Background: an optimization exercise with open tools, aiming at small area. Do not read the settings as production practice.
No functional check of the RTL was part of any run shown here.

==> run.sh <==
#!/bin/bash
# synth_recipe.tcl (not shown) runs the flow's synth.tcl, then flattens the netlist and writes it again
# the make line also repeats each setting of config.mk as NAME=value (left out here)
make -C /OpenROAD-flow-scripts/flow DESIGN_CONFIG=/design/flow/config.mk WORK_HOME=/design/flow/orfs CLKGATE_MAP_FILE= SYNTH_SCRIPT=/design/flow/synth_recipe.tcl finish
==> config.mk <==
export PLATFORM = sky130hd
export DESIGN_NAME = FIR
export DESIGN_NICKNAME = FIR
export VERILOG_FILES = /design/flow/design.v
export SDC_FILE = /design/flow/constraint.sdc
export NUM_CORES = 4
export LEC_CHECK = 0
export CAP_MARGIN = 20
export CORE_MARGIN = 2
export CORE_UTILIZATION = 50
export CTS_BUF_LIST = sky130_fd_sc_hd__clkbuf_4 sky130_fd_sc_hd__clkbuf_8
export CTS_CLUSTER_DIAMETER = 60
export CTS_CLUSTER_SIZE = 20
export HOLD_SLACK_MARGIN = 0
export SLEW_MARGIN = 20
==> constraint.sdc <==
create_clock -name core_clock -period 12.0 [get_ports {clk}]
set_input_delay 2.4000 -clock core_clock [delete_from_list [all_inputs] [get_ports {clk}]]
set_output_delay 2.4000 -clock core_clock [all_outputs]
set_load 0.01 [all_outputs]
==> design.v <==
module FIR(
    input rst,
    input clk,
    input en,
    input signed [15:0] din,
    output reg signed [15:0] dout
    );
    reg        enable_id;
    reg [1:0]  counter_r;    
    reg [4:0]  index;        
    reg [4:0]  ptap;         
    reg [4:0]  live;         
    reg        pend;         
    reg [15:0] buffer;
    reg [15:0] ring [0:27];
    reg [31:0] acc;
    wire shift = (counter_r == 2'd1) || (index == 5'd28);
    wire wr    = (shift && ptap == 5'd27) || (pend && ptap == 5'd0);
    wire [15:0] dp = wr ? buffer : ring[1];
    wire        use_p  = enable_id && index != 5'd28 && ptap < live;
    wire [15:0] x      = use_p ? dp : 16'd0;
    wire [31:0] acc_in = (enable_id && index != 5'd0) ? acc : 32'd0;
    wire [3:0] cidx = (ptap > 5'd13) ? (5'd27 - ptap) : ptap[3:0];
    reg [24:0] bc;
    always @(*) begin
        case (cidx)
            4'd0: bc = 25'h0004911;
            4'd1: bc = 25'h0000908;
            4'd2: bc = 25'h0009294;
            4'd3: bc = 25'h0015220;
            4'd4: bc = 25'h0000428;
            4'd5: bc = 25'h0091244;
            4'd6: bc = 25'h0088234;
            4'd7: bc = 25'h0014414;
            4'd8: bc = 25'h0024a88;
            4'd9: bc = 25'h008ca82;
            4'd10: bc = 25'h1112024;
            4'd11: bc = 25'h008d031;
            4'd12: bc = 25'h0140851;
            default: bc = 25'h0408080;
        endcase
    end
    wire [17:0] x1 = {{2{x[15]}}, x};
    wire [17:0] x2 = {x[15], x, 1'b0};
    wire [17:0] x3 = x1 + x2;
    wire [17:0] x4 = {x, 2'b0};
    wire [17:0] pp0 = ((bc[0] ? x1 : 18'd0) | (bc[1] ? x2 : 18'd0)
                      | (bc[2] ? x3 : 18'd0) | (bc[3] ? x4 : 18'd0)) ^ {18{bc[4]}};
    wire [17:0] pp1 = ((bc[5] ? x1 : 18'd0) | (bc[6] ? x2 : 18'd0)
                      | (bc[7] ? x3 : 18'd0) | (bc[8] ? x4 : 18'd0)) ^ {18{bc[9]}};
    wire [17:0] pp2 = ((bc[10] ? x1 : 18'd0) | (bc[11] ? x2 : 18'd0)
                      | (bc[12] ? x3 : 18'd0) | (bc[13] ? x4 : 18'd0)) ^ {18{bc[14]}};
    wire [17:0] pp3 = ((bc[15] ? x1 : 18'd0) | (bc[16] ? x2 : 18'd0)
                      | (bc[17] ? x3 : 18'd0) | (bc[18] ? x4 : 18'd0)) ^ {18{bc[19]}};
    wire [17:0] pp4 = ((bc[20] ? x1 : 18'd0) | (bc[21] ? x2 : 18'd0)
                      | (bc[22] ? x3 : 18'd0) | (bc[23] ? x4 : 18'd0)) ^ {18{bc[24]}};
    wire [31:0] sum;
    wire cs_1, cs_2, cs_3, cs_4, cs_5, cs_6, cs_7, cs_8, cs_9, cs_10, cs_11, cs_12, cs_13, cs_14, cs_15, cs_16, cs_17, cs_18, cs_19, cs_20, cs_21, cs_22, cs_23, cs_24, cs_25, cs_26, cs_27, cs_28, cs_29, cs_30, cs_31, cs_32, cs_33, cs_34, cs_35, cs_36, cs_37, cs_38, cs_39, cs_40, cs_41, cs_42, cs_43, cs_44, cs_45, cs_46, cs_47, cs_48, cs_49, cs_50, cs_51, cs_52, cs_53, cs_54, cs_55, cs_56, cs_57, cs_58, cs_59, cs_60, cs_61, cs_62, cs_63, cs_64, cs_65, cs_66, cs_67, cs_68, cs_69, cs_70, cs_71, cs_72, cs_73, cs_74, cs_75, cs_76, cs_77, cs_78, cs_79, cs_80, cs_81, cs_82, cs_83, cs_84, cs_85, cs_86, cs_87, cs_88, cs_89, cs_90, cs_91, cs_92, cs_93, cs_94, cs_95, cs_96, cs_97, cs_98, cs_99, cs_100, cs_101, cs_102, cs_103, cs_104, cs_105, cs_106, cs_107, cs_108, cs_109, cs_110, cs_111, cs_112, cs_113, cs_114, cs_115, cs_116, cs_117, cs_118, cs_119, cs_120, cs_121, cs_122, cs_123, cs_124, cs_125, cs_126, cs_127, cs_128, cs_129, cs_130, cs_131, cs_132, cs_133, cs_134, cs_135, cs_136, cs_137, cs_138, cs_139, cs_140, cs_141, cs_142, cs_143, cs_144, cs_145, cs_146, cs_147, cs_148, cs_149, cs_150, cs_151, cs_152, cs_153, cs_154, cs_155, cs_156, cs_157, cs_158, cs_159, cs_160, cs_161, cs_162, cs_163, cs_164, cs_165, cs_166, cs_167, cs_168, cs_169, cs_170, cs_171, cs_172, cs_173, cs_174, cs_175, cs_176, cs_177, cs_178, cs_179, cs_180, cs_181, cs_182, cs_183, cs_184, cs_185, cs_186, cs_187, cs_188, cs_189, cs_190, cs_191, cs_192, cs_193, cs_194, cs_195, cs_196, cs_197, cs_198, cs_199, cs_200;
    assign cs_1 = acc_in[0] ^ pp0[0] ^ bc[4];
    assign cs_2 = (acc_in[0] & pp0[0]) | (acc_in[0] & bc[4]) | (pp0[0] & bc[4]);
    assign cs_3 = acc_in[3] ^ pp0[3] ^ pp1[0];
    assign cs_4 = (acc_in[3] & pp0[3]) | (acc_in[3] & pp1[0]) | (pp0[3] & pp1[0]);
    assign cs_5 = acc_in[4] ^ pp0[4] ^ pp1[1];
    assign cs_6 = (acc_in[4] & pp0[4]) | (acc_in[4] & pp1[1]) | (pp0[4] & pp1[1]);
    assign cs_7 = acc_in[5] ^ pp0[5] ^ pp1[2];
    assign cs_8 = (acc_in[5] & pp0[5]) | (acc_in[5] & pp1[2]) | (pp0[5] & pp1[2]);
    assign cs_9 = acc_in[6] ^ pp0[6] ^ pp1[3];
    assign cs_10 = (acc_in[6] & pp0[6]) | (acc_in[6] & pp1[3]) | (pp0[6] & pp1[3]);
    assign cs_11 = acc_in[7] ^ pp0[7] ^ pp1[4];
    assign cs_12 = (acc_in[7] & pp0[7]) | (acc_in[7] & pp1[4]) | (pp0[7] & pp1[4]);
    assign cs_13 = acc_in[8] ^ pp0[8] ^ pp1[5];
    assign cs_14 = (acc_in[8] & pp0[8]) | (acc_in[8] & pp1[5]) | (pp0[8] & pp1[5]);
    assign cs_15 = acc_in[9] ^ pp0[9] ^ pp1[6];
    assign cs_16 = (acc_in[9] & pp0[9]) | (acc_in[9] & pp1[6]) | (pp0[9] & pp1[6]);
    assign cs_17 = pp2[3] ^ pp3[0] ^ bc[19];
    assign cs_18 = (pp2[3] & pp3[0]) | (pp2[3] & bc[19]) | (pp3[0] & bc[19]);
    assign cs_19 = acc_in[10] ^ pp0[10] ^ pp1[7];
    assign cs_20 = (acc_in[10] & pp0[10]) | (acc_in[10] & pp1[7]) | (pp0[10] & pp1[7]);
    assign cs_21 = acc_in[11] ^ pp0[11] ^ pp1[8];
    assign cs_22 = (acc_in[11] & pp0[11]) | (acc_in[11] & pp1[8]) | (pp0[11] & pp1[8]);
    assign cs_23 = acc_in[12] ^ pp0[12] ^ pp1[9];
    assign cs_24 = (acc_in[12] & pp0[12]) | (acc_in[12] & pp1[9]) | (pp0[12] & pp1[9]);
    assign cs_25 = pp2[6] ^ pp3[3] ^ pp4[0];
    assign cs_26 = (pp2[6] & pp3[3]) | (pp2[6] & pp4[0]) | (pp3[3] & pp4[0]);
    assign cs_27 = acc_in[13] ^ pp0[13] ^ pp1[10];
    assign cs_28 = (acc_in[13] & pp0[13]) | (acc_in[13] & pp1[10]) | (pp0[13] & pp1[10]);
    assign cs_29 = pp2[7] ^ pp3[4] ^ pp4[1];
    assign cs_30 = (pp2[7] & pp3[4]) | (pp2[7] & pp4[1]) | (pp3[4] & pp4[1]);
    assign cs_31 = acc_in[14] ^ pp0[14] ^ pp1[11];
    assign cs_32 = (acc_in[14] & pp0[14]) | (acc_in[14] & pp1[11]) | (pp0[14] & pp1[11]);
    assign cs_33 = pp2[8] ^ pp3[5] ^ pp4[2];
    assign cs_34 = (pp2[8] & pp3[5]) | (pp2[8] & pp4[2]) | (pp3[5] & pp4[2]);
    assign cs_35 = acc_in[15] ^ pp0[15] ^ pp1[12];
    assign cs_36 = (acc_in[15] & pp0[15]) | (acc_in[15] & pp1[12]) | (pp0[15] & pp1[12]);
    assign cs_37 = pp2[9] ^ pp3[6] ^ pp4[3];
    assign cs_38 = (pp2[9] & pp3[6]) | (pp2[9] & pp4[3]) | (pp3[6] & pp4[3]);
    assign cs_39 = acc_in[16] ^ pp0[16] ^ pp1[13];
    assign cs_40 = (acc_in[16] & pp0[16]) | (acc_in[16] & pp1[13]) | (pp0[16] & pp1[13]);
    assign cs_41 = pp2[10] ^ pp3[7] ^ pp4[4];
    assign cs_42 = (pp2[10] & pp3[7]) | (pp2[10] & pp4[4]) | (pp3[7] & pp4[4]);
    assign cs_43 = acc_in[17] ^ ~pp0[17] ^ pp1[14];
    assign cs_44 = (acc_in[17] & ~pp0[17]) | (acc_in[17] & pp1[14]) | (~pp0[17] & pp1[14]);
    assign cs_45 = pp2[11] ^ pp3[8] ^ pp4[5];
    assign cs_46 = (pp2[11] & pp3[8]) | (pp2[11] & pp4[5]) | (pp3[8] & pp4[5]);
    assign cs_47 = acc_in[18] ^ pp1[15] ^ pp2[12];
    assign cs_48 = (acc_in[18] & pp1[15]) | (acc_in[18] & pp2[12]) | (pp1[15] & pp2[12]);
    assign cs_49 = pp3[9] ^ pp4[6] ^ 1'b1;
    assign cs_50 = (pp3[9] & pp4[6]) | (pp3[9] & 1'b1) | (pp4[6] & 1'b1);
    assign cs_51 = acc_in[19] ^ pp1[16] ^ pp2[13];
    assign cs_52 = (acc_in[19] & pp1[16]) | (acc_in[19] & pp2[13]) | (pp1[16] & pp2[13]);
    assign cs_53 = pp3[10] ^ pp4[7] ^ 1'b1;
    assign cs_54 = (pp3[10] & pp4[7]) | (pp3[10] & 1'b1) | (pp4[7] & 1'b1);
    assign cs_55 = acc_in[20] ^ ~pp1[17] ^ pp2[14];
    assign cs_56 = (acc_in[20] & ~pp1[17]) | (acc_in[20] & pp2[14]) | (~pp1[17] & pp2[14]);
    assign cs_57 = acc_in[21] ^ pp2[15] ^ pp3[12];
    assign cs_58 = (acc_in[21] & pp2[15]) | (acc_in[21] & pp3[12]) | (pp2[15] & pp3[12]);
    assign cs_59 = acc_in[22] ^ pp2[16] ^ pp3[13];
    assign cs_60 = (acc_in[22] & pp2[16]) | (acc_in[22] & pp3[13]) | (pp2[16] & pp3[13]);
    assign cs_61 = acc_in[23] ^ ~pp2[17] ^ pp3[14];
    assign cs_62 = (acc_in[23] & ~pp2[17]) | (acc_in[23] & pp3[14]) | (~pp2[17] & pp3[14]);
    assign cs_63 = acc_in[24] ^ pp3[15] ^ pp4[12];
    assign cs_64 = (acc_in[24] & pp3[15]) | (acc_in[24] & pp4[12]) | (pp3[15] & pp4[12]);
    assign cs_65 = acc_in[25] ^ pp3[16] ^ pp4[13];
    assign cs_66 = (acc_in[25] & pp3[16]) | (acc_in[25] & pp4[13]) | (pp3[16] & pp4[13]);
    assign cs_67 = acc_in[26] ^ ~pp3[17] ^ pp4[14];
    assign cs_68 = (acc_in[26] & ~pp3[17]) | (acc_in[26] & pp4[14]) | (~pp3[17] & pp4[14]);
    assign cs_69 = acc_in[27] ^ pp4[15] ^ 1'b1;
    assign cs_70 = (acc_in[27] & pp4[15]) | (acc_in[27] & 1'b1) | (pp4[15] & 1'b1);
    assign cs_71 = acc_in[28] ^ pp4[16] ^ 1'b1;
    assign cs_72 = (acc_in[28] & pp4[16]) | (acc_in[28] & 1'b1) | (pp4[16] & 1'b1);
    assign cs_73 = cs_2 ^ acc_in[1] ^ pp0[1];
    assign cs_74 = (cs_2 & acc_in[1]) | (cs_2 & pp0[1]) | (acc_in[1] & pp0[1]);
    assign cs_75 = cs_8 ^ cs_9 ^ pp2[0];
    assign cs_76 = (cs_8 & cs_9) | (cs_8 & pp2[0]) | (cs_9 & pp2[0]);
    assign cs_77 = cs_10 ^ cs_11 ^ pp2[1];
    assign cs_78 = (cs_10 & cs_11) | (cs_10 & pp2[1]) | (cs_11 & pp2[1]);
    assign cs_79 = cs_12 ^ cs_13 ^ pp2[2];
    assign cs_80 = (cs_12 & cs_13) | (cs_12 & pp2[2]) | (cs_13 & pp2[2]);
    assign cs_81 = cs_14 ^ cs_15 ^ cs_17;
    assign cs_82 = (cs_14 & cs_15) | (cs_14 & cs_17) | (cs_15 & cs_17);
    assign cs_83 = cs_16 ^ cs_18 ^ cs_19;
    assign cs_84 = (cs_16 & cs_18) | (cs_16 & cs_19) | (cs_18 & cs_19);
    assign cs_85 = cs_20 ^ cs_21 ^ pp2[5];
    assign cs_86 = (cs_20 & cs_21) | (cs_20 & pp2[5]) | (cs_21 & pp2[5]);
    assign cs_87 = cs_22 ^ cs_23 ^ cs_25;
    assign cs_88 = (cs_22 & cs_23) | (cs_22 & cs_25) | (cs_23 & cs_25);
    assign cs_89 = cs_24 ^ cs_26 ^ cs_27;
    assign cs_90 = (cs_24 & cs_26) | (cs_24 & cs_27) | (cs_26 & cs_27);
    assign cs_91 = cs_28 ^ cs_30 ^ cs_31;
    assign cs_92 = (cs_28 & cs_30) | (cs_28 & cs_31) | (cs_30 & cs_31);
    assign cs_93 = cs_32 ^ cs_34 ^ cs_35;
    assign cs_94 = (cs_32 & cs_34) | (cs_32 & cs_35) | (cs_34 & cs_35);
    assign cs_95 = cs_36 ^ cs_38 ^ cs_39;
    assign cs_96 = (cs_36 & cs_38) | (cs_36 & cs_39) | (cs_38 & cs_39);
    assign cs_97 = cs_40 ^ cs_42 ^ cs_43;
    assign cs_98 = (cs_40 & cs_42) | (cs_40 & cs_43) | (cs_42 & cs_43);
    assign cs_99 = cs_44 ^ cs_46 ^ cs_47;
    assign cs_100 = (cs_44 & cs_46) | (cs_44 & cs_47) | (cs_46 & cs_47);
    assign cs_101 = cs_48 ^ cs_50 ^ cs_51;
    assign cs_102 = (cs_48 & cs_50) | (cs_48 & cs_51) | (cs_50 & cs_51);
    assign cs_103 = cs_52 ^ cs_54 ^ cs_55;
    assign cs_104 = (cs_52 & cs_54) | (cs_52 & cs_55) | (cs_54 & cs_55);
    assign cs_105 = cs_56 ^ cs_57 ^ pp4[9];
    assign cs_106 = (cs_56 & cs_57) | (cs_56 & pp4[9]) | (cs_57 & pp4[9]);
    assign cs_107 = cs_58 ^ cs_59 ^ pp4[10];
    assign cs_108 = (cs_58 & cs_59) | (cs_58 & pp4[10]) | (cs_59 & pp4[10]);
    assign cs_109 = cs_60 ^ cs_61 ^ pp4[11];
    assign cs_110 = (cs_60 & cs_61) | (cs_60 & pp4[11]) | (cs_61 & pp4[11]);
    assign cs_111 = cs_62 ^ cs_63 ^ 1'b1;
    assign cs_112 = (cs_62 & cs_63) | (cs_62 & 1'b1) | (cs_63 & 1'b1);
    assign cs_113 = cs_64 ^ cs_65 ^ 1'b1;
    assign cs_114 = (cs_64 & cs_65) | (cs_64 & 1'b1) | (cs_65 & 1'b1);
    assign cs_115 = cs_72 ^ acc_in[29] ^ ~pp4[17];
    assign cs_116 = (cs_72 & acc_in[29]) | (cs_72 & ~pp4[17]) | (acc_in[29] & ~pp4[17]);
    assign cs_117 = cs_74 ^ acc_in[2] ^ pp0[2];
    assign cs_118 = (cs_74 & acc_in[2]) | (cs_74 & pp0[2]) | (acc_in[2] & pp0[2]);
    assign cs_119 = cs_82 ^ cs_83 ^ pp2[4];
    assign cs_120 = (cs_82 & cs_83) | (cs_82 & pp2[4]) | (cs_83 & pp2[4]);
    assign cs_121 = cs_84 ^ cs_85 ^ pp3[2];
    assign cs_122 = (cs_84 & cs_85) | (cs_84 & pp3[2]) | (cs_85 & pp3[2]);
    assign cs_123 = cs_86 ^ cs_87 ^ bc[24];
    assign cs_124 = (cs_86 & cs_87) | (cs_86 & bc[24]) | (cs_87 & bc[24]);
    assign cs_125 = cs_88 ^ cs_89 ^ cs_29;
    assign cs_126 = (cs_88 & cs_89) | (cs_88 & cs_29) | (cs_89 & cs_29);
    assign cs_127 = cs_90 ^ cs_91 ^ cs_33;
    assign cs_128 = (cs_90 & cs_91) | (cs_90 & cs_33) | (cs_91 & cs_33);
    assign cs_129 = cs_92 ^ cs_93 ^ cs_37;
    assign cs_130 = (cs_92 & cs_93) | (cs_92 & cs_37) | (cs_93 & cs_37);
    assign cs_131 = cs_94 ^ cs_95 ^ cs_41;
    assign cs_132 = (cs_94 & cs_95) | (cs_94 & cs_41) | (cs_95 & cs_41);
    assign cs_133 = cs_96 ^ cs_97 ^ cs_45;
    assign cs_134 = (cs_96 & cs_97) | (cs_96 & cs_45) | (cs_97 & cs_45);
    assign cs_135 = cs_98 ^ cs_99 ^ cs_49;
    assign cs_136 = (cs_98 & cs_99) | (cs_98 & cs_49) | (cs_99 & cs_49);
    assign cs_137 = cs_100 ^ cs_101 ^ cs_53;
    assign cs_138 = (cs_100 & cs_101) | (cs_100 & cs_53) | (cs_101 & cs_53);
    assign cs_139 = cs_102 ^ cs_103 ^ pp3[11];
    assign cs_140 = (cs_102 & cs_103) | (cs_102 & pp3[11]) | (cs_103 & pp3[11]);
    assign cs_141 = cs_104 ^ cs_105 ^ 1'b1;
    assign cs_142 = (cs_104 & cs_105) | (cs_104 & 1'b1) | (cs_105 & 1'b1);
    assign cs_143 = cs_106 ^ cs_107 ^ 1'b1;
    assign cs_144 = (cs_106 & cs_107) | (cs_106 & 1'b1) | (cs_107 & 1'b1);
    assign cs_145 = cs_114 ^ cs_66 ^ cs_67;
    assign cs_146 = (cs_114 & cs_66) | (cs_114 & cs_67) | (cs_66 & cs_67);
    assign cs_147 = cs_116 ^ acc_in[30] ^ 1'b1;
    assign cs_148 = (cs_116 & acc_in[30]) | (cs_116 & 1'b1) | (acc_in[30] & 1'b1);
    assign cs_149 = cs_118 ^ cs_3 ^ bc[9];
    assign cs_150 = (cs_118 & cs_3) | (cs_118 & bc[9]) | (cs_3 & bc[9]);
    assign cs_151 = cs_132 ^ cs_133 ^ 1'b1;
    assign cs_152 = (cs_132 & cs_133) | (cs_132 & 1'b1) | (cs_133 & 1'b1);
    assign cs_153 = cs_138 ^ cs_139 ^ pp4[8];
    assign cs_154 = (cs_138 & cs_139) | (cs_138 & pp4[8]) | (cs_139 & pp4[8]);
    assign cs_155 = cs_144 ^ cs_108 ^ cs_109;
    assign cs_156 = (cs_144 & cs_108) | (cs_144 & cs_109) | (cs_108 & cs_109);
    assign cs_157 = cs_146 ^ cs_68 ^ cs_69;
    assign cs_158 = (cs_146 & cs_68) | (cs_146 & cs_69) | (cs_68 & cs_69);
    assign cs_159 = cs_148 ^ acc_in[31] ^ 1'b1;
    assign cs_160 = (cs_148 & acc_in[31]) | (cs_148 & 1'b1) | (acc_in[31] & 1'b1);
    assign cs_161 = cs_150 ^ cs_4 ^ cs_5;
    assign cs_162 = (cs_150 & cs_4) | (cs_150 & cs_5) | (cs_4 & cs_5);
    assign cs_163 = cs_152 ^ cs_134 ^ cs_135;
    assign cs_164 = (cs_152 & cs_134) | (cs_152 & cs_135) | (cs_134 & cs_135);
    assign cs_165 = cs_154 ^ cs_140 ^ cs_141;
    assign cs_166 = (cs_154 & cs_140) | (cs_154 & cs_141) | (cs_140 & cs_141);
    assign cs_167 = cs_156 ^ cs_110 ^ cs_111;
    assign cs_168 = (cs_156 & cs_110) | (cs_156 & cs_111) | (cs_110 & cs_111);
    assign cs_169 = cs_158 ^ cs_70 ^ cs_71;
    assign cs_170 = (cs_158 & cs_70) | (cs_158 & cs_71) | (cs_70 & cs_71);
    assign cs_171 = cs_162 ^ cs_6 ^ cs_7;
    assign cs_172 = (cs_162 & cs_6) | (cs_162 & cs_7) | (cs_6 & cs_7);
    assign cs_173 = cs_164 ^ cs_136 ^ cs_137;
    assign cs_174 = (cs_164 & cs_136) | (cs_164 & cs_137) | (cs_136 & cs_137);
    assign cs_175 = cs_166 ^ cs_142 ^ cs_143;
    assign cs_176 = (cs_166 & cs_142) | (cs_166 & cs_143) | (cs_142 & cs_143);
    assign cs_177 = cs_168 ^ cs_112 ^ cs_113;
    assign cs_178 = (cs_168 & cs_112) | (cs_168 & cs_113) | (cs_112 & cs_113);
    assign cs_179 = cs_172 ^ cs_75 ^ bc[14];
    assign cs_180 = (cs_172 & cs_75) | (cs_172 & bc[14]) | (cs_75 & bc[14]);
    assign cs_181 = cs_180 ^ cs_76 ^ cs_77;
    assign cs_182 = (cs_180 & cs_76) | (cs_180 & cs_77) | (cs_76 & cs_77);
    assign cs_183 = cs_182 ^ cs_78 ^ cs_79;
    assign cs_184 = (cs_182 & cs_78) | (cs_182 & cs_79) | (cs_78 & cs_79);
    assign cs_185 = cs_184 ^ cs_80 ^ cs_81;
    assign cs_186 = (cs_184 & cs_80) | (cs_184 & cs_81) | (cs_80 & cs_81);
    assign cs_187 = cs_186 ^ cs_119 ^ pp3[1];
    assign cs_188 = (cs_186 & cs_119) | (cs_186 & pp3[1]) | (cs_119 & pp3[1]);
    assign cs_189 = cs_188 ^ cs_120 ^ cs_121;
    assign cs_190 = (cs_188 & cs_120) | (cs_188 & cs_121) | (cs_120 & cs_121);
    assign cs_191 = cs_190 ^ cs_122 ^ cs_123;
    assign cs_192 = (cs_190 & cs_122) | (cs_190 & cs_123) | (cs_122 & cs_123);
    assign cs_193 = cs_192 ^ cs_124 ^ cs_125;
    assign cs_194 = (cs_192 & cs_124) | (cs_192 & cs_125) | (cs_124 & cs_125);
    assign cs_195 = cs_194 ^ cs_126 ^ cs_127;
    assign cs_196 = (cs_194 & cs_126) | (cs_194 & cs_127) | (cs_126 & cs_127);
    assign cs_197 = cs_196 ^ cs_128 ^ cs_129;
    assign cs_198 = (cs_196 & cs_128) | (cs_196 & cs_129) | (cs_128 & cs_129);
    assign cs_199 = cs_198 ^ cs_130 ^ cs_131;
    assign cs_200 = (cs_198 & cs_130) | (cs_198 & cs_131) | (cs_130 & cs_131);
    wire [31:0] csa_a = {cs_159, cs_147, cs_170, cs_169, cs_157, cs_178, cs_177, cs_167, cs_176, cs_175, cs_165, cs_174, cs_173, cs_163, cs_200, cs_199, cs_197, cs_195, cs_193, cs_191, cs_189, cs_187, cs_185, cs_183, cs_181, cs_179, cs_171, cs_161, cs_149, cs_117, cs_73, cs_1};
    wire [31:0] csa_b = {1'b0, 1'b0, cs_115, 1'b0, 1'b0, cs_145, 1'b0, 1'b0, cs_155, 1'b0, 1'b0, cs_153, 1'b0, 1'b0, cs_151, 1'b0, 1'b0, 1'b0, 1'b0, 1'b0, 1'b0, 1'b0, 1'b0, 1'b0, 1'b0, 1'b0, 1'b0, 1'b0, 1'b0, 1'b0, 1'b0, 1'b0};
    assign sum = csa_a + csa_b;
    integer i;
    always @(posedge clk) begin
        ring[0] <= dp;
        for (i = 1; i < 27; i = i + 1)
            ring[i] <= ring[i+1];
        ring[27] <= ring[0];
        if (en && (wr || (!pend && !shift)))
            buffer <= din;
        acc <= sum;
    end
    always @(posedge clk or posedge rst) begin
        if (rst) begin
            enable_id <= 1'b0;
            counter_r <= 2'd0;
            index     <= 5'd0;
            ptap      <= 5'd27;
            live      <= 5'd0;
            pend      <= 1'b0;
        end else begin
            enable_id <= en;
            if (en && counter_r != 2'd2)
                counter_r <= counter_r + 2'd1;
            if (index == 5'd28)
                index <= 5'd0;
            else if (enable_id)
                index <= index + 5'd1;
            else
                index <= 5'd0;
            if (counter_r == 2'd0)
                ptap <= 5'd27;
            else if (!shift)
                ptap <= (ptap == 5'd0) ? 5'd27 : ptap - 5'd1;
            if (shift && live != 5'd28)
                live <= live + 5'd1;
            if (shift)
                pend <= !wr;
            else if (wr)
                pend <= 1'b0;
        end
    end
    always @(posedge clk) begin
        if (!rst && index == 5'd0)
            dout <= {acc[31], acc[29:15]};
    end
endmodule
==> summary.md, run 1 <==
| Metric | Value |
|---|---|
| Via count | `roughly 11000` |
| Final non-filler cell total | `between 2000 and 2500` |
| CP max stage cell | `fa_1` |
| Yosys top cell area share | `0.512` |
| Wire length of the first global-routing pass | `roughly 66 mm` |
| TritonCTS Sinks | `approximately 530` |
| Grt met1 use | `0.314` |
| Worst skew pair latency | `0.61 ns` |
| Number of global-route vias before repair | `~11000` |
| Post-synthesis register bit count | `~530` |
| Area of the multi-input gates | `around 7000 sq um` |
| Initial antenna violation count | `0` |
| Clock-pin slew on the worst setup and hold paths | `about 0.11 ns` |
| CP Max Fanout | `9` |
| Setup violators final | `0` |
| Iteration-0 DRC Markers | `about 1100` |
| Reg-to-reg startpoint | `ptap[3]` |
| Most numerous cell in the Yosys netlist | `dfxtp_1` |
| Critical Path Start | `ptap[3]` |
| M2 GR Usage | `0.354` |
| Global route overflow | `0` |
| Crit path capture | `acc[31]` |
| Seq/Total Area, Yosys | `0.589` |
| R2R setup slack | `0.52 ns` |
| Clock Skew | `0.0249 ns` |
| Hpwl dp | `31.0 mm` |
| Hold-fix buffers at CTS | `0` |
| FILL cells | `slightly above 3000` |
| Commonest cells in the netlist | `dfxtp_1, inv_1, fa_1` |
| CTS tree | `built` |
| Setup crit end kind | `flop` |
| Nets | `between 1500 and 2000` |
| Placed Area | `approximately 20000 sq um` |
| Kind of critical path | `flop to flop` |
| Hold_ws | `approximately 0.31 ns` |
| Core area | `between 30000 and 40000 sq um` |
| Critical Path AT | `11.98 ns` |
| Die area | `just under 40000 sq um` |
| Cells on worst reg2reg path | `40` |
| Initial cell density of the core | `0.510` |
| Reg area | `11100 sq um` |
| Tot GR Track Use | `0.226` |
| Post-Route Utilization | `0.568` |
| Die span in y | `just under 200 microns` |
| Slew Viols, Final | `0` |
| Syn nets | `1674` |
| First-pass DRT Iterations | `6` |
| IO buf count | `34` |
| Max-slew headroom | `0.395` |
| Die width | `198 microns` |
| Area grow syn2layout | `11.4%` |
| Status | `timing/DRC/antenna clean` |
| Period minus WS final | `~11 ns` |
| Period utilization | `0.957` |
| Clock Tree Root | `clkbuf_8` |
| Placed cell count | `~2000` |
| Ports | `35` |
| Synth cell types | `just over 80` |
| Most common cell on crit path | `fa_1` |
| Primary FF master, synth | `dfxtp_1` |
| Post-synthesis cell count | `between 1500 and 2000` |
| Post-synth top area cell | `dfxtp_1` |
| Post-synth EDFFs | `32` |
| Core Rows | `70` |
| Max-Cap Viols | `0` |
| Depth of the CTS H-tree | `2` |
| RePlAce Congestion | `roughly 0.96` |
| Top post-synthesis cells by area | `dfxtp_1, fa_1, edfxtp_1, ha_1, xnor2_1` |
| Pin count of the biggest net entering global routing | `37` |
| Met3 GRT Util | `0.0426` |
| Crit path required time | `between 10 and 15 ns` |
| Drt total wl | `~42 mm` |
| Asr flop ratio synth | `0.0358` |
| Netlist Area Pre-Place | `approximately 19000 sq um` |
| Max Fclk | `a little under 90 MHz` |
| Drc violations | `0` |
| Drt wl/cell | `between 20 and 25 microns` |
| Final Cell Area | `approximately 21000 sq um` |
| Proportion of layout cells with a drive suffix above 1 | `0.122` |
| Reg-to-Reg End | `acc[31]` |
| Synthesized area per cell | `around 12 sq um` |
| CTS max path bufs | `3` |
| Worst slack, placed | `0.207 ns` |
| Endpoints failing hold | `0` |
| Setup ws final | `0.521 ns` |
| Worst Max-Slew Pin Slew | `between 0.9 and 1 ns` |
| Via density | `roughly 5.4` |
| Post-route ant nets | `0` |
| Synth Warn # | `2` |
| Busiest layer in global routing | `met2` |
| Critical path's largest stage delay | `between 0.4 and 0.5 ns` |
| Startpoint Class | `flop` |
| Inserted Clock Buffers | `35` |
| Worst min path class | `flop to flop` |
-- repair_timing --
item	CTS	global route
resized for setup	0	15
setup buffers	0	1
endpoints found under the setup margin	0	6
-- stage by stage --
stage	TNS, ns
5_1_grt	-0.0177
4_1_cts	0
6_report	0
2_1_floorplan	0
3_5_place_dp	0
3_3_place_gp	0
-- registers in the layout, indices dropped and copies added (netlist names), 2 cells and up --
signal	count
ring	448
acc	32
buffer	16
dout	16
index	5
live	5
ptap	5
counter_r	2
-- worst min path at each step --
stage	start	to	slack, ns	cells past startpoint
final	ring[0][4]	ring[27][4]	0.31	0
after floorplan	ring[11][0]	ring[10][0]	0.31	0
after global placement	ring[10][14]	ring[9][14]	0.31	0
after CTS	ring[6][14]	ring[5][14]	0.32	0
after global routing	ring[27][7]	ring[26][7]	0.32	0
after detailed placement	ring[12][7]	ring[11][7]	0.31	0
-- layer usage --
layer | up-vias | part of all wire | wire length [microns]
li1 | 5326 | - | -
met1 | 5585 | 0.45 | 19200
met2 | 398 | 0.44 | 18800
met3 | 89 | 0.070 | 2950
met4 | 0 | 0.034 | 1430
met5 | - | 0 | 0
-- cells by family (layout without fill, tap and decap cells) --
| family | Yosys count | count (layout) | synth area share |
|---|---|---|---|
| flip-flops | 531 | 531 | 0.589 |
| multiplexers | 25 | 25 | 0.0199 |
| adder cells (fa/ha/maj) | 145 | 145 | 0.132 |
| XOR/XNOR | 108 | 108 | 0.0504 |
| buffers and inverters | 201 | 319 | 0.0440 |
| AO/OA/AOI/OAI | 286 | 286 | 0.111 |
| AND/OR/NAND/NOR | 214 | 214 | 0.0539 |
| other | 0 | 1 | 0 |
-- critical path, delay by kind of cell (launching register included) --
family	cells	cell delay, ns
AND/OR/NAND/NOR	5	0.53
adder cells (fa/ha/maj)	20	7.86
buffers and inverters	5	0.53
XOR/XNOR	3	0.45
AO/OA/AOI/OAI	6	1.37
flip-flops	1	0.43
multiplexers	1	0.22
-- layout make-up --
cell class / count / share of cell area
Clock buffer: 47 / 0.0277
Tap cell: 468 / 0.0280
Timing Repair Buffer: 115 / 0.0466
Antenna cell: 1 / 0.000120
Clock inverter: 12 / 0.00790
Multi-Input combinational cell: 778 / 0.335
Inverter: 145 / 0.0260
Sequential cell: 531 / 0.529
-- layout by cell type (no fill, tap or decap), drive strengths merged, types with 5 or more instances in the layout --
master / netlist / final
o21a: 7 / 7
xnor2: 69 / 69
buf: 32 / 81
a21oi: 49 / 49
fa: 88 / 88
clkinv: 2 / 6
edfxtp: 32 / 32
dfxtp: 480 / 480
xor2: 39 / 39
dfrtp: 15 / 15
inv: 143 / 148
nand4: 5 / 5
nand2b: 5 / 5
a22oi: 12 / 12
a222oi: 31 / 31
o211ai: 11 / 11
o22ai: 49 / 49
ha: 57 / 57
a21o: 10 / 10
o21ai: 36 / 36
nand2: 68 / 68
clkdlybuf4s50: 0 / 34
o221ai: 5 / 5
a221oi: 19 / 19
a31oi: 7 / 7
and2: 26 / 26
nor2: 59 / 59
a311oi: 6 / 6
nor2b: 6 / 6
mux2i: 22 / 22
nor3: 14 / 14
or3: 5 / 5
nand3: 12 / 12
clkbuf: 24 / 47
==> run 2: changes to the inputs <==
--- a/design.v
+++ b/design.v
@@ -18,7 +18,7 @@
     wire wr    = (shift && ptap == 5'd27) || (pend && ptap == 5'd0);
     wire [15:0] dp = wr ? buffer : ring[1];
     wire        use_p  = enable_id && index != 5'd28 && ptap < live;
-    wire [15:0] x      = use_p ? dp : 16'd0;
+    wire [15:0] x      = dp;
     wire [31:0] acc_in = (enable_id && index != 5'd0) ? acc : 32'd0;
     wire [3:0] cidx = (ptap > 5'd13) ? (5'd27 - ptap) : ptap[3:0];
     reg [24:0] bc;
@@ -40,24 +40,25 @@
             default: bc = 25'h0408080;
         endcase
     end
+    wire [24:0] bcu = use_p ? bc : 25'd0;
     wire [17:0] x1 = {{2{x[15]}}, x};
     wire [17:0] x2 = {x[15], x, 1'b0};
     wire [17:0] x3 = x1 + x2;
     wire [17:0] x4 = {x, 2'b0};
-    wire [17:0] pp0 = ((bc[0] ? x1 : 18'd0) | (bc[1] ? x2 : 18'd0)
-                      | (bc[2] ? x3 : 18'd0) | (bc[3] ? x4 : 18'd0)) ^ {18{bc[4]}};
-    wire [17:0] pp1 = ((bc[5] ? x1 : 18'd0) | (bc[6] ? x2 : 18'd0)
-                      | (bc[7] ? x3 : 18'd0) | (bc[8] ? x4 : 18'd0)) ^ {18{bc[9]}};
-    wire [17:0] pp2 = ((bc[10] ? x1 : 18'd0) | (bc[11] ? x2 : 18'd0)
-                      | (bc[12] ? x3 : 18'd0) | (bc[13] ? x4 : 18'd0)) ^ {18{bc[14]}};
-    wire [17:0] pp3 = ((bc[15] ? x1 : 18'd0) | (bc[16] ? x2 : 18'd0)
-                      | (bc[17] ? x3 : 18'd0) | (bc[18] ? x4 : 18'd0)) ^ {18{bc[19]}};
-    wire [17:0] pp4 = ((bc[20] ? x1 : 18'd0) | (bc[21] ? x2 : 18'd0)
-                      | (bc[22] ? x3 : 18'd0) | (bc[23] ? x4 : 18'd0)) ^ {18{bc[24]}};
+    wire [17:0] pp0 = ((bcu[0] ? x1 : 18'd0) | (bcu[1] ? x2 : 18'd0)
+                      | (bcu[2] ? x3 : 18'd0) | (bcu[3] ? x4 : 18'd0)) ^ {18{bcu[4]}};
+    wire [17:0] pp1 = ((bcu[5] ? x1 : 18'd0) | (bcu[6] ? x2 : 18'd0)
+                      | (bcu[7] ? x3 : 18'd0) | (bcu[8] ? x4 : 18'd0)) ^ {18{bcu[9]}};
+    wire [17:0] pp2 = ((bcu[10] ? x1 : 18'd0) | (bcu[11] ? x2 : 18'd0)
+                      | (bcu[12] ? x3 : 18'd0) | (bcu[13] ? x4 : 18'd0)) ^ {18{bcu[14]}};
+    wire [17:0] pp3 = ((bcu[15] ? x1 : 18'd0) | (bcu[16] ? x2 : 18'd0)
+                      | (bcu[17] ? x3 : 18'd0) | (bcu[18] ? x4 : 18'd0)) ^ {18{bcu[19]}};
+    wire [17:0] pp4 = ((bcu[20] ? x1 : 18'd0) | (bcu[21] ? x2 : 18'd0)
+                      | (bcu[22] ? x3 : 18'd0) | (bcu[23] ? x4 : 18'd0)) ^ {18{bcu[24]}};
     wire [31:0] sum;
     wire cs_1, cs_2, cs_3, cs_4, cs_5, cs_6, cs_7, cs_8, cs_9, cs_10, cs_11, cs_12, cs_13, cs_14, cs_15, cs_16, cs_17, cs_18, cs_19, cs_20, cs_21, cs_22, cs_23, cs_24, cs_25, cs_26, cs_27, cs_28, cs_29, cs_30, cs_31, cs_32, cs_33, cs_34, cs_35, cs_36, cs_37, cs_38, cs_39, cs_40, cs_41, cs_42, cs_43, cs_44, cs_45, cs_46, cs_47, cs_48, cs_49, cs_50, cs_51, cs_52, cs_53, cs_54, cs_55, cs_56, cs_57, cs_58, cs_59, cs_60, cs_61, cs_62, cs_63, cs_64, cs_65, cs_66, cs_67, cs_68, cs_69, cs_70, cs_71, cs_72, cs_73, cs_74, cs_75, cs_76, cs_77, cs_78, cs_79, cs_80, cs_81, cs_82, cs_83, cs_84, cs_85, cs_86, cs_87, cs_88, cs_89, cs_90, cs_91, cs_92, cs_93, cs_94, cs_95, cs_96, cs_97, cs_98, cs_99, cs_100, cs_101, cs_102, cs_103, cs_104, cs_105, cs_106, cs_107, cs_108, cs_109, cs_110, cs_111, cs_112, cs_113, cs_114, cs_115, cs_116, cs_117, cs_118, cs_119, cs_120, cs_121, cs_122, cs_123, cs_124, cs_125, cs_126, cs_127, cs_128, cs_129, cs_130, cs_131, cs_132, cs_133, cs_134, cs_135, cs_136, cs_137, cs_138, cs_139, cs_140, cs_141, cs_142, cs_143, cs_144, cs_145, cs_146, cs_147, cs_148, cs_149, cs_150, cs_151, cs_152, cs_153, cs_154, cs_155, cs_156, cs_157, cs_158, cs_159, cs_160, cs_161, cs_162, cs_163, cs_164, cs_165, cs_166, cs_167, cs_168, cs_169, cs_170, cs_171, cs_172, cs_173, cs_174, cs_175, cs_176, cs_177, cs_178, cs_179, cs_180, cs_181, cs_182, cs_183, cs_184, cs_185, cs_186, cs_187, cs_188, cs_189, cs_190, cs_191, cs_192, cs_193, cs_194, cs_195, cs_196, cs_197, cs_198, cs_199, cs_200;
-    assign cs_1 = acc_in[0] ^ pp0[0] ^ bc[4];
-    assign cs_2 = (acc_in[0] & pp0[0]) | (acc_in[0] & bc[4]) | (pp0[0] & bc[4]);
+    assign cs_1 = acc_in[0] ^ pp0[0] ^ bcu[4];
+    assign cs_2 = (acc_in[0] & pp0[0]) | (acc_in[0] & bcu[4]) | (pp0[0] & bcu[4]);
     assign cs_3 = acc_in[3] ^ pp0[3] ^ pp1[0];
     assign cs_4 = (acc_in[3] & pp0[3]) | (acc_in[3] & pp1[0]) | (pp0[3] & pp1[0]);
     assign cs_5 = acc_in[4] ^ pp0[4] ^ pp1[1];
@@ -72,8 +73,8 @@
     assign cs_14 = (acc_in[8] & pp0[8]) | (acc_in[8] & pp1[5]) | (pp0[8] & pp1[5]);
     assign cs_15 = acc_in[9] ^ pp0[9] ^ pp1[6];
     assign cs_16 = (acc_in[9] & pp0[9]) | (acc_in[9] & pp1[6]) | (pp0[9] & pp1[6]);
-    assign cs_17 = pp2[3] ^ pp3[0] ^ bc[19];
-    assign cs_18 = (pp2[3] & pp3[0]) | (pp2[3] & bc[19]) | (pp3[0] & bc[19]);
+    assign cs_17 = pp2[3] ^ pp3[0] ^ bcu[19];
+    assign cs_18 = (pp2[3] & pp3[0]) | (pp2[3] & bcu[19]) | (pp3[0] & bcu[19]);
     assign cs_19 = acc_in[10] ^ pp0[10] ^ pp1[7];
     assign cs_20 = (acc_in[10] & pp0[10]) | (acc_in[10] & pp1[7]) | (pp0[10] & pp1[7]);
     assign cs_21 = acc_in[11] ^ pp0[11] ^ pp1[8];
@@ -178,8 +179,8 @@
     assign cs_120 = (cs_82 & cs_83) | (cs_82 & pp2[4]) | (cs_83 & pp2[4]);
     assign cs_121 = cs_84 ^ cs_85 ^ pp3[2];
     assign cs_122 = (cs_84 & cs_85) | (cs_84 & pp3[2]) | (cs_85 & pp3[2]);
-    assign cs_123 = cs_86 ^ cs_87 ^ bc[24];
-    assign cs_124 = (cs_86 & cs_87) | (cs_86 & bc[24]) | (cs_87 & bc[24]);
+    assign cs_123 = cs_86 ^ cs_87 ^ bcu[24];
+    assign cs_124 = (cs_86 & cs_87) | (cs_86 & bcu[24]) | (cs_87 & bcu[24]);
     assign cs_125 = cs_88 ^ cs_89 ^ cs_29;
     assign cs_126 = (cs_88 & cs_89) | (cs_88 & cs_29) | (cs_89 & cs_29);
     assign cs_127 = cs_90 ^ cs_91 ^ cs_33;
@@ -204,8 +205,8 @@
     assign cs_146 = (cs_114 & cs_66) | (cs_114 & cs_67) | (cs_66 & cs_67);
     assign cs_147 = cs_116 ^ acc_in[30] ^ 1'b1;
     assign cs_148 = (cs_116 & acc_in[30]) | (cs_116 & 1'b1) | (acc_in[30] & 1'b1);
-    assign cs_149 = cs_118 ^ cs_3 ^ bc[9];
-    assign cs_150 = (cs_118 & cs_3) | (cs_118 & bc[9]) | (cs_3 & bc[9]);
+    assign cs_149 = cs_118 ^ cs_3 ^ bcu[9];
+    assign cs_150 = (cs_118 & cs_3) | (cs_118 & bcu[9]) | (cs_3 & bcu[9]);
     assign cs_151 = cs_132 ^ cs_133 ^ 1'b1;
     assign cs_152 = (cs_132 & cs_133) | (cs_132 & 1'b1) | (cs_133 & 1'b1);
     assign cs_153 = cs_138 ^ cs_139 ^ pp4[8];
@@ -234,8 +235,8 @@
     assign cs_176 = (cs_166 & cs_142) | (cs_166 & cs_143) | (cs_142 & cs_143);
     assign cs_177 = cs_168 ^ cs_112 ^ cs_113;
     assign cs_178 = (cs_168 & cs_112) | (cs_168 & cs_113) | (cs_112 & cs_113);
-    assign cs_179 = cs_172 ^ cs_75 ^ bc[14];
-    assign cs_180 = (cs_172 & cs_75) | (cs_172 & bc[14]) | (cs_75 & bc[14]);
+    assign cs_179 = cs_172 ^ cs_75 ^ bcu[14];
+    assign cs_180 = (cs_172 & cs_75) | (cs_172 & bcu[14]) | (cs_75 & bcu[14]);
     assign cs_181 = cs_180 ^ cs_76 ^ cs_77;
     assign cs_182 = (cs_180 & cs_76) | (cs_180 & cs_77) | (cs_76 & cs_77);
     assign cs_183 = cs_182 ^ cs_78 ^ cs_79;
==> run 2 against run 1 <==
Against the previous run: still clean; synthesized cell count down 2.9%; final cell count down 3.5%; die area down 0.48%; critical endpoint unchanged; largest cell class unchanged.
==> summary.md, run 2 <==
| Metric | Value |
|---|---|
| Status | `timing/DRC/antenna clean (unchanged)` |
| Max Fclk | `88.0 MHz (was 87.1 MHz)` |
| Asr flop ratio synth | `0.0358 (unchanged)` |
| CTS tree | `built (unchanged)` |
| TritonCTS Sinks | `531 (unchanged)` |
| CTS max path bufs | `3 (unchanged)` |
| Global route overflow | `0 (unchanged)` |
| Setup crit end kind | `flop (unchanged)` |
| Via density | `5.26 (was 5.44)` |
| Max-Cap Viols | `0 (unchanged)` |
| Period minus WS final | `11.37 ns (was 11.48 ns)` |
| First-pass DRT Iterations | `7 (was 6)` |
| Kind of critical path | `flop to flop (unchanged)` |
| Syn nets | `1630 (was 1674)` |
| Drt total wl | `36.9 mm (was 42.4 mm)` |
| Ports | `35 (unchanged)` |
| Synth Warn # | `2 (unchanged)` |
| Worst min path class | `flop to flop (unchanged)` |
| Top post-synthesis cells by area | `dfxtp_1, fa_1, edfxtp_1, ha_1, xnor2_1 (unchanged)` |
| Seq/Total Area, Yosys | `0.592 (was 0.589)` |
| Post-Route Utilization | `0.556 (was 0.568)` |
| Crit path required time | `12.53 ns (was 12.50 ns)` |
| Primary FF master, synth | `dfxtp_1 (unchanged)` |
| Wire length of the first global-routing pass | `58.6 mm (was 66.5 mm)` |
| Hpwl dp | `25.9 mm (was 31.0 mm)` |
| RePlAce Congestion | `0.938 (was 0.964)` |
| Most numerous cell in the Yosys netlist | `dfxtp_1 (unchanged)` |
| Inserted Clock Buffers | `37 (was 35)` |
| Multiplexer share of the synthesized area | `0.0175 (was 0.0199)` |
| Endpoints failing hold | `0 (unchanged)` |
| Crit path buffers/inverters | `8 (was 5)` |
| Synth cell types | `89 (was 83)` |
| Commonest cells in the netlist | `dfxtp_1, inv_1, fa_1 (unchanged)` |
| Hold-fix buffers at CTS | `0 (unchanged)` |
| Netlist Area Pre-Place | `18700 sq um (was 18800 sq um)` |
| Post-synthesis cell count | `1466 (was 1510)` |
| Die width | `197 microns (was 198 microns)` |
| Post-synthesis register bit count | `531 (unchanged)` |
| Clock-pin slew on the worst setup and hold paths | `0.12 ns (was 0.11 ns)` |
| Post-Synth Simple-Gate Area | `0.0568 (was 0.0539)` |
| Area grow syn2layout | `9.33% (was 11.4%)` |
| Core area | `36700 sq um (was 36800 sq um)` |
| Hold path cells | `0 (unchanged)` |
| Critical Path AT | `11.90 ns (was 11.98 ns)` |
| IO buf count | `34 (unchanged)` |
| Critical path's top delay family | `adder cells (unchanged)` |
| Largest family of logic cells by synthesized area | `adder cells (unchanged)` |
| Post-route ant nets | `0 (unchanged)` |
| Critical path depth | `43 (was 40)` |
| Die span in y | `197 microns (was 198 microns)` |
| Placed Area | `19600 sq um (was 20100 sq um)` |
| Nets | `1705 (was 1770)` |
| Compound-cell area share of the yosys netlist | `0.106 (was 0.111)` |
| Initial antenna violation count | `1 (was 0)` |
| Depth of the CTS H-tree | `2 (unchanged)` |
| Pin count of the biggest net entering global routing | `33 (was 37)` |
| Synthesized area per cell | `12.7 sq um (was 12.4 sq um)` |
| Core Rows | `70 (unchanged)` |
| Adder-Cell Fraction of Synth Area | `0.133 (was 0.132)` |
| Diodes inserted | `0 (was 1)` |
| Clock Tree Root | `clkbuf_8 (unchanged)` |
| FILL cells | `3126 (was 3100)` |
| Tot GR Track Use | `0.198 (was 0.226)` |
| Period utilization | `0.947 (was 0.957)` |
| Post-synth EDFFs | `32 (unchanged)` |
| Proportion of layout cells with a drive suffix above 1 | `0.120 (was 0.122)` |
| Drc violations | `0 (unchanged)` |
| Setup violators final | `0 (unchanged)` |
| Most common cell after layout, fill and taps aside | `dfxtp_1 (unchanged)` |
| CP max stage cell | `dfstp_4 (was fa_1)` |
| Largest regs | `ring (448), acc (32) (unchanged)` |
| Die area | `38900 sq um (was 39100 sq um)` |
| Number of flip-flops in the largest register | `448 (unchanged)` |
| Cells on worst reg2reg path | `43 (was 40)` |
| Worst Max-Slew Pin Slew | `1.04 ns (was 0.901 ns)` |
| Yosys top cell area share | `0.515 (was 0.512)` |
| Area of the multi-input gates | `6820 sq um (was 6990 sq um)` |
| Critical path's largest stage delay | `0.67 ns (was 0.49 ns)` |
| Initial cell density of the core | `0.509 (was 0.510)` |
| Biggest register | `ring (unchanged)` |
| Aggregate negative setup slack | `0 ns (unchanged)` |
| Drt wl/cell | `18.3 microns (was 20.2 microns)` |
| Iteration-0 DRC Markers | `1020 (was 1066)` |
| Reg area | `11100 sq um (about the same)` |
| CP Max Fanout | `11 (was 9)` |
| Final Cell Area | `20400 sq um (was 20900 sq um)` |
| Slew Viols, Final | `0 (unchanged)` |
| Most frequent cells in the layout | `dfxtp_1, inv_1, fa_1, xnor2_1, nor2_1 (was dfxtp_1, inv_1, fa_1, buf_4, xnor2_1)` |
| Clock Skew | `0.0541 ns (was 0.0249 ns)` |
| Synth Area in XOR/XNOR | `0.0497 (was 0.0504)` |
| Via count | `10600 (was 11400)` |
| Number of global-route vias before repair | `10600 (was 11400)` |
| Worst skew pair latency | `0.64 ns (was 0.61 ns)` |
| Max-slew headroom | `0.304 (was 0.395)` |
| Most common cell on crit path | `fa_1 (unchanged)` |
| Startpoint Class | `flop (unchanged)` |
| Post-synth top area cell | `dfxtp_1 (unchanged)` |
==> run 2: cell families after synthesis <==
logic type,Yosys count
and+or+nand+nor,209
muxes,21
xor gates and xnor gates,106
DFF,531
AOI/OAI and AO/OA,257
buffers and inverters,197
adders and majority gates,145
==> run 2: worst reg2reg max path, delay by kind of cell, from the launching register on <==
| family | cells | cell delay (ns) |
|---|---|---|
| buf+inv | 8 | 0.93 |
| fa+ha+maj | 17 | 6.39 |
| simple gates | 6 | 0.80 |
| xor+xnor | 3 | 0.45 |
| mux | 1 | 0.27 |
| compound gates | 8 | 1.80 |
| flops | 1 | 0.67 |
==> run 2: through the flow <==
| stage | hold WS, ns | setup slack [ns] | cells |
|---|---|---|---|
| 2_1_floorplan | 0.310 | 0.283 | 1466 |
| 3_3_place_gp | 0.310 | 0.405 | 1961 |
| 3_5_place_dp | 0.312 | 0.211 | 1961 |
| 4_1_cts | 0.299 | 0.230 | 2014 |
| 5_1_grt | 0.312 | -0.0168 | 2023 |
| 6_report | 0.293 | 0.632 | 2023 |
==> run 2: worst paths after layout <==
| path | from | to | slack (ns) |
|---|---|---|---|
| max in group asynchronous | rst | enable_id | 9.27 |
| min in group asynchronous | rst | live[0] | 2.25 |
| min | ring[15][13] | ring[14][13] | 0.29 |
| max reg2reg | ptap[1] | acc[31] | 0.63 |
| min reg2reg | ring[15][13] | ring[14][13] | 0.29 |
| max | ptap[1] | acc[31] | 0.63 |
==> run 2: final cells by class <==
| cell class | count | area share |
|---|---|---|
| sequential | 531 | 0.542 |
| timing repair buffer | 79 | 0.0332 |
| tap | 468 | 0.0287 |
| clock buffer | 41 | 0.0264 |
| clock inverter | 12 | 0.00736 |
| inverter | 154 | 0.0284 |
| multi-input combinational | 738 | 0.334 |
==> run 2: repair_timing <==
action                     4_1_cts  5_1_grt
buffers inserted                 0        9
setup endpoints to repair        0        7
gates resized for setup          0       11
hold endpoints to repair         0        0
==> run 2: per-layer routing <==
metal	part of all wire	wire length (microns)	global-route usage
met2	0.45	16600	0.309
met4	0.033	1210	0.0819
met5	0.0026	96	0.0192
met3	0.066	2420	0.0391
met1	0.45	16600	0.269

-- what the ideal ports hide --
No port has a modelled driver above. Below, the same layouts with a new extraction and two added sets of constraints.
Step 1 sets driving cells, clkbuf_16 on the clock port and buf_2 on the other inputs (assumed; they add their load-dependent delay and slew).
Step 2, shift: input delay + t, output delay - t, t = (earliest + latest rising clock arrival at the registers) / 2. This alone moves slack from input paths to output paths.
Slacks: ideal / step 1 / step 2; pairs: ideal / step 1.
run | t (ns) | slack for setup (ns) | clock arrival spread, ns | worst data-port slew with drivers (ns)
run 1 | 0.649 | 0.521 / 0.521 / 0.521 | 0.030 / 0.030 | 0.04
run 2 | 0.667 | 0.632 / 0.632 / 0.632 | 0.055 / 0.054 | 0.04
After both steps every run listed still meets setup and hold.
